Background: an optimization exercise with open tools, aiming at small area and a short achievable clock period. Do not read the settings as production practice. In this exercise RTL edits were held to simulation tests only and were not proved equivalent to the original. Power is estimated from default activity; no workload was simulated.

## flow/design.v (module list and top-level ports; edited modules follow where they fit)
// module Xor: 9 lines
// module Full_Adder: 9 lines
// module Full_Adder32: 20 lines
// module ALU_Adder: 19 lines
// module ALU: 53 lines
// module Mult: 454 lines
// module DCache: 73 lines
// module IssueQueueInt: 136 lines
// module IssueQueueMult: 103 lines
// module IssueQueueLS: 166 lines
// module IssueUnit: 86 lines
// module FullFlags: 16 lines
// module BackEnd: 157 lines
// module tomasulo_backend: 88 lines
module tomasulo_backend (
   input                Clk,
   input                Rst,
   input       [ 4:0]   Dispatch_Rd_Tag,
   input       [31:0]   Dispatch_Rs_Data,
   input       [ 4:0]   Dispatch_Rs_Tag,
   input                Dispatch_Rs_Data_Val,
   input       [31:0]   Dispatch_Rt_Data,
   input       [ 4:0]   Dispatch_Rt_Tag,
   input                Dispatch_Rt_Data_Val,
   input       [ 3:0]   Dispatch_Opcode_Int,
   input       [ 4:0]   Dispatch_Shfamt_Int,
   input                Dispatch_Opcode_LS,
   input       [15:0]   Dispatch_Imm_LS,
   input                Dispatch_Enable_Int0,
   input                Dispatch_Enable_Int1,
   input                Dispatch_Enable_Mult,
   input                Dispatch_Enable_LS,
   output               IssueQueInt0_Full,
   output               IssueQueInt1_Full,
   output               IssueQueMult_Full,
   output               IssueQueLS_Full,
   output      [ 4:0]   CDB_Tag,
   output      [31:0]   CDB_Data,
   output               CDB_Valid,
   output               CDB_Branch,
   output               CDB_Branch_Taken,
   input                RB_Store_Ready,
   input                RB_Flush_Valid,
   output               ALU0_Overflow,
   output               ALU0_Carry_Out,
   output               ALU1_Overflow,
   output               ALU1_Carry_Out
);
  // ...
==> flow/flow/run.sh <==
#!/bin/bash
# The standard layout (standard.sh, with its synthesis unchanged), with:
#  - timing repair aimed at a setup target tighter than the clock period,
#  - buf_4 cells as the port buffers,
set -euo pipefail
bash standard.sh \
  SETUP_SLACK_MARGIN=16.5 \
  "BUFFER_PORTS_ARGS=-buffer_cell sky130_fd_sc_hd__buf_4" \
  "CTS_ARGS=-sink_clustering_enable -repair_clock_nets -dont_use_dummy_load -sink_clustering_size 20 -buf_list {sky130_fd_sc_hd__clkbuf_4 sky130_fd_sc_hd__clkbuf_8}" \
  finish > make_finish.log 2>&1
==> flow/standard.sh <==
#!/bin/bash
# synth_recipe.tcl (not shown) runs the flow's synth.tcl, then flattens the netlist and writes it again
# the make line also repeats each setting of config.mk as NAME=value (left out here)
make -C /OpenROAD-flow-scripts/flow DESIGN_CONFIG=/design/flow/config.mk WORK_HOME=/design/flow/orfs CLKGATE_MAP_FILE= SYNTH_SCRIPT=/design/flow/synth_recipe.tcl "${@:-finish}"
==> flow/config.mk <==
export PLATFORM = sky130hd
export DESIGN_NAME = tomasulo_backend
export DESIGN_NICKNAME = tomasulo_backend
export VERILOG_FILES = /design/flow/design.v
export SDC_FILE = /design/flow/constraint.sdc
export NUM_CORES = 4
export LEC_CHECK = 0
export CAP_MARGIN = 20
export CORE_MARGIN = 2
export CORE_UTILIZATION = 60
export SLEW_MARGIN = 20
export SYNTH_HIERARCHICAL = 1
export SYNTH_MINIMUM_KEEP_SIZE = 20000
==> flow/constraint.sdc <==
create_clock -name core_clock -period 28.0 [get_ports {Clk}]
set_input_delay 5.6000 -clock core_clock [delete_from_list [all_inputs] [get_ports {Clk}]]
set_output_delay 5.6000 -clock core_clock [all_outputs]
set_load 0.01 [all_outputs]
==> impl_metrics.py, run 1 <==
metrics = {
    "status": {
        "status": "finished clean",
    },
    "finish": {
        "num-nonclk-buffers": 576,
        "multiInputGateArea_sq_mm": 0.0569,
        "area_share_nonclk_buffers": 0.0367,
        "final_common_cell": "nand2_1",
        "post-route-util": 0.660,
        "seq_cells": 2248,
        "largestClassByArea": "registers",
        "multi_input_area_share": 0.436,
        "clk_share": 0.0405,
        "antenna_cells": 19,
    },
    "synth": {
        "netlist_area_sq_mm": 0.119,
        "synth_top_flop_cell": "dfrtp_1",
        "yosysUniqueCellTypes": 109,
        "synth_compound_area_frac": 0.180,
        "synth_edf_count": 788,
        "yosysTopAreaCellShare": 0.242,
        "synth-adder-area-share": 0.0495,
        "synth.most_common_cell": "nand2_1",
    },
    "cts": {
        "htreeDepth": 5,
        "clock_path_buffers": 4,
        "holdBufCountCts": 0,
    },
    "setup_path": {
        "path_max_fanout": 12,
        "crit_path_start": "RB_Store_Ready",
        "cp.required_ps": 22400,
        "setup.worst_path.end": "IssueQueLS_Full",
    },
    "floorplanning": {
        "nWellTaps": 2640,
        "fp-row-count": 163,
        "fp.dieW_um": 450,
    },
    "timing": {
        "hold_violations": 0,
        "hold_ws_ps": 298,
        "period_share": 0.450,
    },
    "power_and_ir_drop": {
        "top_power_group": "combinational cells",
        "p_seq_w": 0.00466,
        "total_power_w": 0.0168,
        "power_density_mw_per_mm2": 129,
    },
    "global_route": {
        "grt_pass1_wl_um": 658000,
        "grt_overflow_total": 0,
    },
    "detailed_routing": {
        "dr_wl_met3_um": 62600,
        "wl_met1_um": 174000,
        "vias": 101928,
    },
    "placed_design": {
        "dp_hpwl_um": 311000,
        "io_buffers": 153,
    },
    "hold_path": {
        "min_from": "BackEnd_inst0.Mult_inst0.p1_reg[22]",
    },
}
==> module ALU_Adder, before the edit <==
module ALU_Adder (
   input       [31:0]   Operand1,
   input       [31:0]   Operand2,
   input       [ 3:0]   ALU_Opcode,
   output      [31:0]   Sum,
   output               Cout,
   output               Ovf,
   output               Carry_Out,
   output               Overflow
);
   wire        sub = ALU_Opcode[3] | ALU_Opcode[2];
   wire [31:0] b   = Operand2 ^ {32{sub}};
   wire [33:0] t   = {1'b0, Operand1, 1'b1} + {1'b0, b, sub};
   assign Sum  = t[32:1];
   assign Cout = t[33];
   assign Ovf  = (Operand1[31] ~^ b[31]) & (Sum[31] ^ Operand1[31]);
   assign Carry_Out = Cout & ~ALU_Opcode[3] & ALU_Opcode[1] & ~(ALU_Opcode[2] & ALU_Opcode[0]);
   assign Overflow  = Ovf  & ~ALU_Opcode[3] & ALU_Opcode[1] & ~ALU_Opcode[0];
endmodule
==> module ALU, before the edit <==
module ALU (
   input       [31:0]   Operand1,
   input       [31:0]   Operand2,    
   input       [ 3:0]   ALU_Opcode,
   input       [31:0]   Sum,         
   input                Cout,
   input                Ovf,
   output reg  [31:0]   Result,
   output               ALU_Branch,
   output               ALU_Branch_Taken
);
   parameter OP_AND  = 4'b0000;
   parameter OP_OR   = 4'b0001;
   parameter OP_ADD  = 4'b0010;
   parameter OP_ADDU = 4'b0011;
   parameter OP_SUB  = 4'b0110;
   parameter OP_SLT  = 4'b0111;
   parameter OP_SLTU = 4'b1010;
   parameter OP_NOR  = 4'b1100;
   parameter OP_SLL  = 4'b1000;
   parameter OP_SRL  = 4'b1001;
   parameter OP_BEQ  = 4'b0100;
   parameter OP_BNQ  = 4'b0101;
   integer k;
   wire        right = ALU_Opcode[0];
   reg  [31:0] rev_in, rev_out;
   wire [31:0] sh_in  = right ? rev_in : Operand1;
   wire [31:0] sh_out = sh_in << Operand2[4:0];
   always @(*) begin
      for (k = 0; k < 32; k = k + 1) begin
         rev_in[k]  = Operand1[31-k];
         rev_out[k] = sh_out[31-k];
      end
   end
   wire [31:0] shifted = right ? rev_out : sh_out;
   wire eq = (Sum == 32'b0);
   always @(*) begin
      case (ALU_Opcode)
         OP_AND:  Result = Operand1 & Operand2;
         OP_OR:   Result = Operand1 | Operand2;
         OP_NOR:  Result = ~(Operand1 | Operand2);
         OP_ADD, OP_ADDU, OP_SUB:
                  Result = Sum;
         OP_SLT:  Result = {31'b0, Sum[31] ^ Ovf};
         OP_SLTU: Result = {31'b0, ~Cout};
         OP_SLL, OP_SRL:
                  Result = shifted;
         default: Result = 32'b0;
      endcase
   end
   assign ALU_Branch       = (ALU_Opcode[3:1] == 3'b010);
   assign ALU_Branch_Taken = ALU_Branch & (eq ^ ALU_Opcode[0]);
endmodule
==> module BackEnd, before the edit <==
module BackEnd (
   input                Clk,
   input                Rst,
   input       [ 4:0]   Dispatch_Rd_Tag,
   input       [31:0]   Dispatch_Rs_Data,
   input       [ 4:0]   Dispatch_Rs_Tag,
   input                Dispatch_Rs_Data_Val,
   input       [31:0]   Dispatch_Rt_Data,
   input       [ 4:0]   Dispatch_Rt_Tag,
   input                Dispatch_Rt_Data_Val,
   input       [ 3:0]   Dispatch_Opcode_Int,
   input       [ 4:0]   Dispatch_Shfamt_Int,
   input                Dispatch_Opcode_LS,
   input       [15:0]   Dispatch_Imm_LS,
   input                Dispatch_Enable_Int0,
   input                Dispatch_Enable_Int1,
   input                Dispatch_Enable_Mult,
   input                Dispatch_Enable_LS,
   output               Int0_Full_1,    
   output               Int0_Full_0,
   output               Int1_Full_1,
   output               Int1_Full_0,
   output               IssueQueMult_Full,
   output               LS_Full_1,
   output               LS_Full_0,
   input       [ 4:0]   CDB_Tag_In,
   input       [31:0]   CDB_Data_In,
   input                CDB_Valid_In,
   output      [ 4:0]   CDB_Tag_Out,
   output      [31:0]   CDB_Data_Out,
   output               CDB_Valid_Out,
   output               CDB_Branch_Out,
   output               CDB_Branch_Taken_Out,
   input                RB_Store_Ready,
   input                RB_Flush_Valid,
   output               ALU0_Overflow,
   output               ALU0_Carry_Out,
   output               ALU1_Overflow,
   output               ALU1_Carry_Out
);
   wire        Int0_Ready, Int1_Ready;
   wire [31:0] Int0_Rs, Int0_Rt, Int1_Rs, Int1_Rt;
   wire [ 4:0] Int0_Tag, Int1_Tag;
   wire [ 3:0] Int0_Op, Int1_Op;
   wire        Issue_Int0, Issue_Int1, Issue_LS, Int_Sel1;
   wire        Mult_Ready;
   wire [15:0] Mult_Rs, Mult_Rt;
   wire [ 4:0] Mult_Tag;
   wire [31:0] Mult_Result;
   wire [ 4:0] Mult_Tag_Out;
   wire        LS_Load_1, LS_Load_0, LS_Store_1, LS_Ready_1, LS_Store;
   wire        Int0_AllValid, Int1_AllValid, LS_AllValid;
   wire [31:0] LS_Data, Load_Data;
   wire [11:0] LS_Load_Address, LS_Store_Address;
   wire [ 4:0] LS_Tag;
   IssueQueueInt IssueQueueInt_inst0 (
      .Clk(Clk), .Rst(Rst),
      .Dispatch_Rd_Tag(Dispatch_Rd_Tag),
      .Dispatch_Rs_Data(Dispatch_Rs_Data), .Dispatch_Rs_Tag(Dispatch_Rs_Tag), .Dispatch_Rs_Data_Val(Dispatch_Rs_Data_Val),
      .Dispatch_Rt_Data(Dispatch_Rt_Data), .Dispatch_Rt_Tag(Dispatch_Rt_Tag), .Dispatch_Rt_Data_Val(Dispatch_Rt_Data_Val),
      .Dispatch_Opcode(Dispatch_Opcode_Int), .Dispatch_Shfamt(Dispatch_Shfamt_Int),
      .Dispatch_Enable(Dispatch_Enable_Int0), .IssueQue_AllValid(Int0_AllValid),
      .CDB_Tag(CDB_Tag_In), .CDB_Data(CDB_Data_In), .CDB_Valid(CDB_Valid_In),
      .IssueQue_Ready(Int0_Ready), .IssueQue_Rs_Data(Int0_Rs), .IssueQue_Rt_Data(Int0_Rt),
      .IssueQue_Rd_Tag(Int0_Tag), .IssueQue_Opcode(Int0_Op),
      .Issueblk_Issue(Issue_Int0), .RB_Flush_Valid(RB_Flush_Valid)
   );
   IssueQueueInt IssueQueueInt_inst1 (
      .Clk(Clk), .Rst(Rst),
      .Dispatch_Rd_Tag(Dispatch_Rd_Tag),
      .Dispatch_Rs_Data(Dispatch_Rs_Data), .Dispatch_Rs_Tag(Dispatch_Rs_Tag), .Dispatch_Rs_Data_Val(Dispatch_Rs_Data_Val),
      .Dispatch_Rt_Data(Dispatch_Rt_Data), .Dispatch_Rt_Tag(Dispatch_Rt_Tag), .Dispatch_Rt_Data_Val(Dispatch_Rt_Data_Val),
      .Dispatch_Opcode(Dispatch_Opcode_Int), .Dispatch_Shfamt(Dispatch_Shfamt_Int),
      .Dispatch_Enable(Dispatch_Enable_Int1), .IssueQue_AllValid(Int1_AllValid),
      .CDB_Tag(CDB_Tag_In), .CDB_Data(CDB_Data_In), .CDB_Valid(CDB_Valid_In),
      .IssueQue_Ready(Int1_Ready), .IssueQue_Rs_Data(Int1_Rs), .IssueQue_Rt_Data(Int1_Rt),
      .IssueQue_Rd_Tag(Int1_Tag), .IssueQue_Opcode(Int1_Op),
      .Issueblk_Issue(Issue_Int1), .RB_Flush_Valid(RB_Flush_Valid)
   );
   wire [31:0] Sum0, Sum1;
   wire        Cout0, Cout1, Ovf0, Ovf1;
   ALU_Adder ALU_Adder_inst0 (
      .Operand1(Int0_Rs), .Operand2(Int0_Rt), .ALU_Opcode(Int0_Op),
      .Sum(Sum0), .Cout(Cout0), .Ovf(Ovf0),
      .Carry_Out(ALU0_Carry_Out), .Overflow(ALU0_Overflow)
   );
   ALU_Adder ALU_Adder_inst1 (
      .Operand1(Int1_Rs), .Operand2(Int1_Rt), .ALU_Opcode(Int1_Op),
      .Sum(Sum1), .Cout(Cout1), .Ovf(Ovf1),
      .Carry_Out(ALU1_Carry_Out), .Overflow(ALU1_Overflow)
   );
   wire [31:0] Alu_Rs  = Int_Sel1 ? Int1_Rs  : Int0_Rs;
   wire [31:0] Alu_Rt  = Int_Sel1 ? Int1_Rt  : Int0_Rt;
   wire [ 3:0] Alu_Op  = Int_Sel1 ? Int1_Op  : Int0_Op;
   wire [ 4:0] Alu_Tag = Int_Sel1 ? Int1_Tag : Int0_Tag;
   wire [31:0] Alu_Sum = Int_Sel1 ? Sum1     : Sum0;
   wire        Alu_Cout = Int_Sel1 ? Cout1   : Cout0;
   wire        Alu_Ovf  = Int_Sel1 ? Ovf1    : Ovf0;
   wire [31:0] Alu_Result;
   wire        Alu_Branch, Alu_Branch_Taken;
   ALU ALU_inst0 (
      .Operand1(Alu_Rs), .Operand2(Alu_Rt), .ALU_Opcode(Alu_Op),
      .Sum(Alu_Sum), .Cout(Alu_Cout), .Ovf(Alu_Ovf),
      .Result(Alu_Result), .ALU_Branch(Alu_Branch), .ALU_Branch_Taken(Alu_Branch_Taken)
   );
   IssueQueueMult IssueQueueMult_inst0 (
      .Clk(Clk), .Rst(Rst),
      .Dispatch_Rd_Tag(Dispatch_Rd_Tag),
      .Dispatch_Rs_Data(Dispatch_Rs_Data[15:0]), .Dispatch_Rs_Tag(Dispatch_Rs_Tag), .Dispatch_Rs_Data_Val(Dispatch_Rs_Data_Val),
      .Dispatch_Rt_Data(Dispatch_Rt_Data[15:0]), .Dispatch_Rt_Tag(Dispatch_Rt_Tag), .Dispatch_Rt_Data_Val(Dispatch_Rt_Data_Val),
      .Dispatch_Enable(Dispatch_Enable_Mult), .IssueQue_Full(IssueQueMult_Full),
      .CDB_Tag(CDB_Tag_In), .CDB_Data(CDB_Data_In[15:0]), .CDB_Valid(CDB_Valid_In),
      .IssueQue_Ready(Mult_Ready), .IssueQue_Rs_Data(Mult_Rs), .IssueQue_Rt_Data(Mult_Rt),
      .IssueQue_Rd_Tag(Mult_Tag),
      .Issueblk_Issue(Mult_Ready), .RB_Flush_Valid(RB_Flush_Valid)
   );
   Mult Mult_inst0 (
      .Clk(Clk), .OpA(Mult_Rs), .OpB(Mult_Rt), .Tag_In(Mult_Tag),
      .Result(Mult_Result), .Tag_Out(Mult_Tag_Out)
   );
   IssueQueueLS IssueQueueLS_inst0 (
      .Clk(Clk), .Rst(Rst),
      .Dispatch_Rd_Tag(Dispatch_Rd_Tag),
      .Dispatch_Rs_Data(Dispatch_Rs_Data), .Dispatch_Rs_Tag(Dispatch_Rs_Tag), .Dispatch_Rs_Data_Val(Dispatch_Rs_Data_Val),
      .Dispatch_Rt_Data(Dispatch_Rt_Data), .Dispatch_Rt_Tag(Dispatch_Rt_Tag), .Dispatch_Rt_Data_Val(Dispatch_Rt_Data_Val),
      .Dispatch_Opcode(Dispatch_Opcode_LS), .Dispatch_Imm(Dispatch_Imm_LS),
      .Dispatch_Enable(Dispatch_Enable_LS), .IssueQue_AllValid(LS_AllValid),
      .CDB_Tag(CDB_Tag_In), .CDB_Data(CDB_Data_In), .CDB_Valid(CDB_Valid_In),
      .Ready_1(LS_Ready_1), .Load_1(LS_Load_1), .Store_1(LS_Store_1), .Load_0(LS_Load_0),
      .IssueQue_Data(LS_Data), .Load_Address(LS_Load_Address), .Store_Address(LS_Store_Address),
      .IssueQue_Rd_Tag(LS_Tag),
      .IssueUnit_Issue(Issue_LS), .IssueQue_Store(LS_Store),
      .RB_Store_Ready(RB_Store_Ready), .RB_Flush_Valid(RB_Flush_Valid)
   );
   DCache DCache_inst0 (
      .Clk(Clk), .Rst(Rst),
      .Store_Data(LS_Data), .Store_Address(LS_Store_Address), .Store(LS_Store),
      .Load_Address(LS_Load_Address),
      .Load_Data(Load_Data)
   );
   IssueUnit IssueUnit_inst0 (
      .Clk(Clk), .Rst(Rst),
      .RB_Store_Ready(RB_Store_Ready),
      .Ready_Int0(Int0_Ready), .Ready_Int1(Int1_Ready), .Ready_Mult(Mult_Ready),
      .Load_1(LS_Load_1), .Load_0(LS_Load_0), .Store_1(LS_Store_1),
      .AllValid_Int0(Int0_AllValid), .AllValid_Int1(Int1_AllValid), .AllValid_LS(LS_AllValid),
      .Issue_Int0(Issue_Int0), .Issue_Int1(Issue_Int1), .Issue_LS(Issue_LS), .Int_Sel1(Int_Sel1),
      .Int0_Full_1(Int0_Full_1), .Int0_Full_0(Int0_Full_0), .Int1_Full_1(Int1_Full_1), .Int1_Full_0(Int1_Full_0),
      .LS_Full_1(LS_Full_1), .LS_Full_0(LS_Full_0),
      .Int_Tag(Alu_Tag), .Int_Result(Alu_Result),
      .Int_Branch(Alu_Branch), .Int_Branch_Taken(Alu_Branch_Taken),
      .LS_Tag(LS_Tag), .LS_Result(Load_Data),
      .Mult_Tag(Mult_Tag_Out), .Mult_Result(Mult_Result),
      .CDB_Tag(CDB_Tag_Out), .CDB_Data(CDB_Data_Out), .CDB_Valid(CDB_Valid_Out),
      .CDB_Branch(CDB_Branch_Out), .CDB_Branch_Taken(CDB_Branch_Taken_Out)
   );
endmodule
==> run 2, diff against run 1 <==
--- a/flow/design.v
+++ b/flow/design.v
@@ -42,5 +42,2 @@
    input       [ 3:0]   ALU_Opcode,
-   output      [31:0]   Sum,
-   output               Cout,
-   output               Ovf,
    output               Carry_Out,
@@ -50,8 +47,7 @@
    wire [31:0] b   = Operand2 ^ {32{sub}};
-   wire [33:0] t   = {1'b0, Operand1, 1'b1} + {1'b0, b, sub};
-   assign Sum  = t[32:1];
-   assign Cout = t[33];
-   assign Ovf  = (Operand1[31] ~^ b[31]) & (Sum[31] ^ Operand1[31]);
-   assign Carry_Out = Cout & ~ALU_Opcode[3] & ALU_Opcode[1] & ~(ALU_Opcode[2] & ALU_Opcode[0]);
-   assign Overflow  = Ovf  & ~ALU_Opcode[3] & ALU_Opcode[1] & ~ALU_Opcode[0];
+   wire [32:0] t   = {1'b0, Operand1[30:0], 1'b1} + {1'b0, b[30:0], sub};
+   wire        c31 = t[32];
+   wire        c32 = (Operand1[31] & b[31]) | ((Operand1[31] ^ b[31]) & c31);
+   assign Carry_Out = c32 & ~ALU_Opcode[3] & ALU_Opcode[1] & ~(ALU_Opcode[2] & ALU_Opcode[0]);
+   assign Overflow  = (c32 ^ c31) & ~ALU_Opcode[3] & ALU_Opcode[1] & ~ALU_Opcode[0];
 endmodule
@@ -61,5 +57,2 @@
    input       [ 3:0]   ALU_Opcode,
-   input       [31:0]   Sum,         
-   input                Cout,
-   input                Ovf,
    output reg  [31:0]   Result,
@@ -92,2 +85,8 @@
    wire [31:0] shifted = right ? rev_out : sh_out;
+   wire        sub = ALU_Opcode[3] | ALU_Opcode[2];
+   wire [31:0] b   = Operand2 ^ {32{sub}};
+   wire [33:0] t   = {1'b0, Operand1, 1'b1} + {1'b0, b, sub};
+   wire [31:0] Sum  = t[32:1];
+   wire        Cout = t[33];
+   wire        Ovf  = (Operand1[31] ~^ b[31]) & (Sum[31] ^ Operand1[31]);
    wire eq = (Sum == 32'b0);
@@ -1223,7 +1222,4 @@
    );
-   wire [31:0] Sum0, Sum1;
-   wire        Cout0, Cout1, Ovf0, Ovf1;
    ALU_Adder ALU_Adder_inst0 (
       .Operand1(Int0_Rs), .Operand2(Int0_Rt), .ALU_Opcode(Int0_Op),
-      .Sum(Sum0), .Cout(Cout0), .Ovf(Ovf0),
       .Carry_Out(ALU0_Carry_Out), .Overflow(ALU0_Overflow)
@@ -1232,3 +1228,2 @@
       .Operand1(Int1_Rs), .Operand2(Int1_Rt), .ALU_Opcode(Int1_Op),
-      .Sum(Sum1), .Cout(Cout1), .Ovf(Ovf1),
       .Carry_Out(ALU1_Carry_Out), .Overflow(ALU1_Overflow)
@@ -1239,5 +1234,2 @@
    wire [ 4:0] Alu_Tag = Int_Sel1 ? Int1_Tag : Int0_Tag;
-   wire [31:0] Alu_Sum = Int_Sel1 ? Sum1     : Sum0;
-   wire        Alu_Cout = Int_Sel1 ? Cout1   : Cout0;
-   wire        Alu_Ovf  = Int_Sel1 ? Ovf1    : Ovf0;
    wire [31:0] Alu_Result;
@@ -1246,3 +1238,2 @@
       .Operand1(Alu_Rs), .Operand2(Alu_Rt), .ALU_Opcode(Alu_Op),
-      .Sum(Alu_Sum), .Cout(Alu_Cout), .Ovf(Alu_Ovf),
       .Result(Alu_Result), .ALU_Branch(Alu_Branch), .ALU_Branch_Taken(Alu_Branch_Taken)
--- a/flow/flow/run.sh
+++ b/flow/flow/run.sh
@@ -6,3 +6,3 @@
 bash standard.sh \
-  SETUP_SLACK_MARGIN=16.5 \
+  SETUP_SLACK_MARGIN=17 \
   "BUFFER_PORTS_ARGS=-buffer_cell sky130_fd_sc_hd__buf_4" \
--- a/flow/config.mk
+++ b/flow/config.mk
@@ -9,5 +9,5 @@
 export CORE_MARGIN = 2
-export CORE_UTILIZATION = 60
+export CORE_UTILIZATION = 65
 export SLEW_MARGIN = 20
 export SYNTH_HIERARCHICAL = 1
-export SYNTH_MINIMUM_KEEP_SIZE = 20000
+export SYNTH_MINIMUM_KEEP_SIZE = 9000
==> impl_metrics.py, run 2 <==
metrics = {
    "status": {
        "status": "finished clean",
    },
    "detailed_routing": {
        "drt_wl_total_um": 436000,
        "remaining_drc_errors": 0,
        "drt_iter0_drc": 14702,
        "routedWlPerCell_um": 30.5,
        "vias": 100317,
        "ant_nets": 0,
        "drt_first_pass_iters": 12,
        "routed_via_density": 7.02,
    },
    "synth": {
        "synth_compound_area_frac": 0.174,
        "netlist_area_sq_mm": 0.118,
        "async_reset_ff_frac": 0.524,
        "synth_top_area_cell": "dfrtp_1",
        "yosysWarnings": 71,
        "syn_area_per_cell_sq_um": 10.0,
        "synth-adder-area-share": 0.0527,
        "seq_area_frac_synth": 0.497,
        "synthCells": 11777,
        "synth-seq-cells": 2248,
        "synthMuxAreaShare": 0.0830,
        "synth_xor_xnor_area_share": 0.0254,
        "syn_nets": 12269,
        "yosysUniqueCellTypes": 115,
        "synthTopCellsByArea": "dfrtp_1, edfxtp_1, mux2_2",
        "synth_common_cells": "nor2_1, nand2_1, dfrtp_1, a21oi_1, edfxtp_1",
        "synth.most_common_cell": "nor2_1",
        "synth_top_flop_cell": "dfrtp_1",
        "yosysTopAreaCellShare": 0.244,
        "synth_edf_count": 788,
        "synth_top_family_by_area": "compound AO/OA/AOI/OAI gates",
        "synth_simple_gate_area_frac": 0.129,
    },
    "setup_path": {
        "crit_path_start_kind": "input pin",
        "crit_family": "multiplexers",
        "path_max_fanout": 5,
        "critPathKind": "input pin to primary output",
        "slowest_delay_ps": 320,
        "crit_chain": "buf_16, mux2_4, buf_6",
        "crit_arrival_ps": 6180,
        "reg2reg_depth": 30,
        "crit_path_start": "RB_Store_Ready",
        "worst-path-buf-inv": 2,
        "r2r_end": "BackEnd_inst0.IssueUnit_inst0.CDB_Branch_Taken",
        "path_depth": 3,
        "r2r_start": "BackEnd_inst0.IssueQueueInt_inst1.rtv[3]",
        "setup.worst_path.end": "IssueQueLS_Full",
        "crit_path_top_delay_cell": "mux2_4",
        "reg2reg_slack_ps": 17370,
        "endpoint_kind": "primary output",
        "cp.required_ps": 22400,
    },
    "floorplanning": {
        "die-area_sq_mm": 0.185,
        "design.core.area_sq_mm": 0.181,
        "start_util": 0.655,
        "die_h_um": 431,
        "fp.dieW_um": 431,
        "num_io_pins": 163,
        "fp-row-count": 156,
    },
    "timing": {
        "tightest_slew_ps": 1310,
        "clock_skew_ps": 135,
        "slew_headroom": 0.101,
        "fmax_ghz": 0.0849,
        "finalMaxSlewViolations": 0,
        "tns_ps": 0,
        "rsz0062_at_grt": "true",
        "period_share": 0.421,
        "hold_violations": 0,
        "fin_crit_ps": 11780,
        "setup_violations": 0,
    },
    "placed_design": {
        "placed_area_sq_mm": 0.122,
        "gp_congestion": 1.04,
        "dp_hpwl_um": 300000,
        "io_buffers": 153,
    },
    "global_route": {
        "grt_max_degree": 160,
        "grtUsageTotal": 0.463,
        "grt_pass1_vias": 96300,
        "grt_pass1_wl_um": 634000,
        "antenna_found_initial": 30,
        "grt_overflow_total": 0,
    },
    "hold_path": {
        "whs_path_depth": 0,
        "hp-class": "flop to flop",
    },
    "power_and_ir_drop": {
        "leakage_nw": 54.8,
        "power_density_mw_per_mm2": 127,
        "ir_worst_vdd_mv": 0.229,
        "total_power_w": 0.0163,
    },
    "finish": {
        "final_area_sq_mm": 0.129,
        "final_common_cell": "nor2_1",
        "drive_gt1_frac": 0.152,
        "layout_common_cells": "nor2_1, nand2_1, dfrtp_1, a21oi_1, edfxtp_1",
        "nets": 12389,
        "areaGrowthSynthToFinish_pct": 8.91,
    },
    "cts": {
        "insertion_delay_ps": 1130,
        "holdBufCountCts": 0,
        "cts_root_buffer": "clkbuf_8",
        "clock_sinks": 2248,
        "cts_made_buffers": 375,
        "clock_path_buffers": 4,
        "cts_tree": "built",
        "clk_pin_slew_worst_paths_ps": 60,
        "htreeDepth": 5,
    },
    "job": {
        "maxCapViolations": 0,
    },
}
[run 2: cell types whose count changed in the layout (fill, tap and decap cells not counted), moves of 39 or more]
cell,delta
nor3_1,-52
nand2_1,-283
a21oi_1,+134
o21ai_0,-258
a221oi_1,+56
nor2_1,+207
xor2_1,-39
a22oi_1,+45
mux2_2,+39
nor2_2,+45
[run 2: timing repair]
item                                    4_1_cts  5_1_grt
gates resized for setup                      77       18
pin swaps                                    29        8
endpoints found under the setup margin        9       80
gates cloned                                 12        0
setup buffers                                30        9
[run 2: final cells by class]
cell class                 count  area (sq um)
multi-input combinational   8344         55700
inverter                     373          1400
fill                       13473         51900
clock buffer                 375          5160
antenna                       27          67.6
tap                         2370          2970
timing repair buffer         555          4760
sequential                  2248         58800
[run 2: cells by family after synthesis]
logic type                 after synthesis
adders and majority gates              377
AOI/OAI and AO/OA                     3199
muxes                                  901
DFF                                   2248
buffers and inverters                 1185
and+or+nand+nor                       3524
xor gates and xnor gates               343
[run 2: power breakdown]
part | leakage, nW | internal [W] | switching, W
combinational | 26.3 | 0.00324 | 0.00590
clock | 2.70 | 0.00118 | 0.00123
sequential | 25.8 | 0.00422 | 0.000561
[run 2: worst register-to-register path, delay by kind of cell (launching register included)]
family	cells	cell delay [ps]
AND/OR/NAND/NOR	12	4040
AO/OA/AOI/OAI	13	3490
adder cells (fa/ha/maj)	2	930
multiplexers	1	770
buffers and inverters	1	680
flip-flops	1	440
XOR/XNOR	1	140
[run 2: layer usage]
| layer | vias to the layer above | track usage | part of all wire |
|---|---|---|---|
| met2 | 7489 | 0.693 | 0.43 |
| met4 | 14 | 0.335 | 0.088 |
| met5 | - | 0 | 0.00024 |
| met1 | 48589 | 0.587 | 0.35 |
| met3 | 1845 | 0.118 | 0.13 |
| li1 | 42380 | - | - |
[run 2: metrics by stage]
stage	instances	setup slack, ps	hold WS, ps	util
finish	14292	16220	253	0.713
global route	14278	16220	286	0.713
CTS	14252	16220	271	0.711
detailed placement	13835	15710	312	0.677
global placement	13832	15770	310	0.677
floorplan	11777	6160	310	-
[run 2: per-module statistics from Yosys (local to each module, per instance)]
module / cells / flip-flops and latches / area [sq um] / copies in the design
tomasulo_backend: 3 / 0 / 33.8 / 1
BackEnd: 11774 / 2248 / 118000 / 1
[run 2: worst min path at each step]
stage / from / endpoint / slack (ps)
floorplan: BackEnd_inst0.Mult_inst0.p1_reg[0] / BackEnd_inst0.Mult_inst0.p2_reg[0] / 310
global route: BackEnd_inst0.Mult_inst0.p1_reg[28] / BackEnd_inst0.Mult_inst0.p2_reg[28] / 290
global placement: BackEnd_inst0.Mult_inst0.t1_reg[4] / BackEnd_inst0.Mult_inst0.t2_reg[4] / 310
detailed placement: BackEnd_inst0.Mult_inst0.p1_reg[12] / BackEnd_inst0.Mult_inst0.p2_reg[12] / 310
CTS: BackEnd_inst0.Mult_inst0.p1_reg[28] / BackEnd_inst0.Mult_inst0.p2_reg[28] / 270
finish: BackEnd_inst0.Mult_inst0.p1_reg[28] / BackEnd_inst0.Mult_inst0.p2_reg[28] / 250

[port drivers added, routing unchanged]
The results above use ideal ports. As a check the final layouts listed here were re-extracted and re-timed, cells and wires unchanged. Step 1 assumes that a clkbuf_16 drives the clock port and a buf_2 every other input. Step 2 moves the port delays by t, midway between the first and last clock arrival at a register: inputs arrive t later, outputs are due t later. That takes back most of the time a late clock gives input paths. Slacks: no drivers / after step 1 / after step 2; pairs: no drivers / after step 1.
run	t (ns)	setup slack, ns	slew at the worst register clock pin (ns)	cell pins on the clock port's net
run 1	1.178	15.413 / 15.195 / 15.195	0.07 / 0.07	1
run 2	1.167	16.220 / 15.988 / 15.567	0.07 / 0.07	1
After both steps every run listed still meets setup and hold. For run 2, which loses most, drivers alone change the setup slack by -0.232 ns; drivers and shift together by -0.653 ns.
